This is an optimization exercise on Yosys and OpenROAD, whose aim is small area, not a production implementation. The RTL was checked by simulation tests, not by an equivalence proof against the original design. No driver is modelled on the clock port, so clocking that relies on it looks cheaper here than on a real chip. Power is estimated from default activity; no workload was simulated.

P:
// top
module top(
    input clk100Mhz,
    input [1:0] mode,
    input START,
    input STOP,
    input rst,
    output [7:1] cathode,
    output [3:0] anode,
    output overflow
);
    wire start_db, stop_db, pulse, samp, fin;
    wire [1:0] screen, sel;
    wire [15:0] P;
    wire bin;
    wire [4:0] dval;
    wire [1:0] dtens;
    wire [3:0] dones;
    debouncer db_start (.clk100Mhz(clk100Mhz), .rst(rst), .i_sig(START), .o_sig_debounced(start_db));
    debouncer db_stop  (.clk100Mhz(clk100Mhz), .rst(rst), .i_sig(STOP),  .o_sig_debounced(stop_db));
    pulse_generator pg (.MODE(mode), .START(start_db), .rst(rst), .STOP(stop_db),
                        .clk100Mhz(clk100Mhz), .pulse(pulse));
    Rotator tb_i (.clk100Mhz(clk100Mhz), .rst(rst), .screen(screen), .sel(sel),
                  .samp(samp), .fin(fin));
    fitbitTracker tracker (.clk100Mhz(clk100Mhz), .rst(rst), .pulseSignal(pulse),
                           .samp(samp), .fin(fin), .Q(P), .bin(bin), .dval(dval), .OFLOW(overflow));
    bin2bcd_fsm dist_bcd (.bin(dval), .tens(dtens), .ones(dones));
    segment_driver seg_driver (.screen(screen), .sel(sel), .P(P), .bin(bin), .oflow(overflow), .dtens(dtens), .dones(dones),
                               .mode(mode), .cathodes(cathode), .anodes(anode));
endmodule
Size in the first run: roughly 400 cells after synthesis, roughly 18 I/O pins, roughly 3000 um^2 of cells after synthesis.
Settings: LEC_CHECK=0, CAP_MARGIN=20, CORE_MARGIN=2, CORE_UTILIZATION=40, SLEW_MARGIN=20; clock period 10.0 ns.
standard.sh (not shown) runs the stock make flow with config.mk's settings and CLKGATE_MAP_FILE= SYNTH_SCRIPT=/design/flow/synth_recipe.tcl, a recipe that flattens the netlist after the stock synthesis.
==> flow/flow/run.sh <==
#!/bin/bash
# Own layout flow. Steps:
#   1. the standard synthesis, unchanged (standard.sh synth);
#   2. the combinational logic of that netlist re-mapped for area with ABC
#      (registers, their names and cell types are kept as they are); four
#      runs with different seeds, the smallest result is kept;
#   3. the standard floorplan-to-finish on the re-mapped netlist, with
#      the clock distributed by four buffers (cts_pre.tcl, run before CTS) and
#      plain port buffers.
# Each tool's full output goes to a log file of its own in this folder.
set -euo pipefail
W=$(pwd)
F=$W/flow
P=${FLOW_PLATFORM:-sky130hd}
R=$W/orfs/results/$P/top/base
FH=${FLOW_HOME:-/OpenROAD-flow-scripts/flow}
YOSYS=$FH/../tools/install/yosys/bin/yosys
[ -x "$YOSYS" ] || YOSYS=$(command -v yosys)
export LIB=$FH/platforms/$P/lib/sky130_fd_sc_hd__tt_025C_1v80.lib

bash standard.sh synth > $W/log_1_standard_synth.log 2>&1
cp $R/1_2_yosys.v $W/standard_1_2_yosys.v

export REMAP_IN=$W/standard_1_2_yosys.v
export REMAP_T=90
pids=""
for s in 1 2 3 4; do
  REMAP_SEED=$s REMAP_OUT=$W/remapped_$s.v "$YOSYS" -c $F/remap.tcl > $W/log_2_remap_$s.log 2>&1 &
  pids="$pids $!"
done
for p in $pids; do wait $p; done
best=""; bestarea=""
for s in 1 2 3 4; do
  a=$(grep "Chip area for module" $W/log_2_remap_$s.log | tail -1 | awk '{print $NF}')
  if [ -z "$best" ] || awk -v a="$a" -v b="$bestarea" 'BEGIN{exit !(a < b)}'; then best=$s; bestarea=$a; fi
done
echo "remap: seed $best, area $bestarea" > $W/log_2_remap_choice.log
cp $W/remapped_$best.v $W/remapped.v
export REMAP_OUT=$W/remapped.v
"$YOSYS" -c $F/check.tcl > $W/log_2_remap_check.log 2>&1
cp $W/remapped.v $R/1_2_yosys.v
rm -f $R/1_synth.odb $R/1_synth.sdc
bash standard.sh synth > $W/log_3_synth_odb.log 2>&1

export PRE_CTS_TCL=$F/cts_pre.tcl
export BUFFER_PORTS_ARGS="-buffer_cell sky130_fd_sc_hd__buf_1"
bash standard.sh finish > $W/log_4_layout.log 2>&1
Other scripts of this flow, unchanged in this note and not shown: flow/flow/check.tcl, flow/flow/cts_pre.tcl, flow/flow/remap.tcl
Every stage of the flow completed for P, and the final layout passed the timing, design-rule and antenna checks.
The inputs of Q differ from those of P as listed below.
--- a/flow/config.mk
+++ b/flow/config.mk
@@ -9,3 +9,4 @@
 export CORE_MARGIN = 2
-export CORE_UTILIZATION = 40
+export CORE_UTILIZATION = 70
+export PLACE_DENSITY = 0.8
 export SLEW_MARGIN = 20
==> notes.md <==
In Q, post-place setup slack is lower than in P.
Row global-route usage: Q higher / P lower
Side by side, die area turned out lower in Q than in P.
Reported for P and Q, multi-input logic area turned out identical to the last digit.
Comparing the two runs side by side, Q comes out ahead of P on power consumed by the clock network.
Worst supply voltage drop on vdd, P and Q, higher one = Q.
The run showing the greater share of cell area taken by flip-flops and latches is Q.
Worst setup margin (Q over P): decrease, 0.060 ns
For R, these inputs were changed with respect to Q:
--- a/flow/config.mk
+++ b/flow/config.mk
@@ -9,4 +9,4 @@
 export CORE_MARGIN = 2
-export CORE_UTILIZATION = 70
-export PLACE_DENSITY = 0.8
+export CORE_UTILIZATION = 55
+export PLACE_DENSITY = 0.7
 export SLEW_MARGIN = 20
[summary]
- Highest cell delay on the worst timing path across R and Q: no real change.
- Summary of R over Q: combinational fraction of design power ~0 delta, utilization -16 points.
- Compared with Q, R shows a lower final routed wirelength across all metal layers.
- The die of R is larger than the one used in Q.

==> what the ideal ports hide <==
In the flow no input, the clock included, has a driving cell. The finished layouts below were timed again as built, in two steps.
Step 1, drivers: a clkbuf_16 drives clk100Mhz and a buf_2 each remaining input, both assumed.
Step 2 times the ports against the registers' clock, not the clock port: input delays grow and output delays shrink by t, the midpoint of the rising clock arrivals with the driver on.
Three values: no drivers, after step 1, after step 2; two values: the first two.
run	t (ns)	setup slack, ns	worst setup path at the end	clock arrival spread, ns	worst register clock-pin slew, ns
P	0.222	4.305 / 4.286 / 4.286	input to output	0.028 / 0.028	0.12 / 0.12
Q	0.209	4.245 / 4.223 / 4.223	input to output	0.020 / 0.020	0.11 / 0.11
R	0.213	4.369 / 4.349 / 4.349	input to output	0.017 / 0.017	0.11 / 0.11
After both steps every run listed still meets setup and hold. For Q, which loses most, drivers alone change the setup slack by -0.022 ns; drivers and shift together by -0.022 ns.
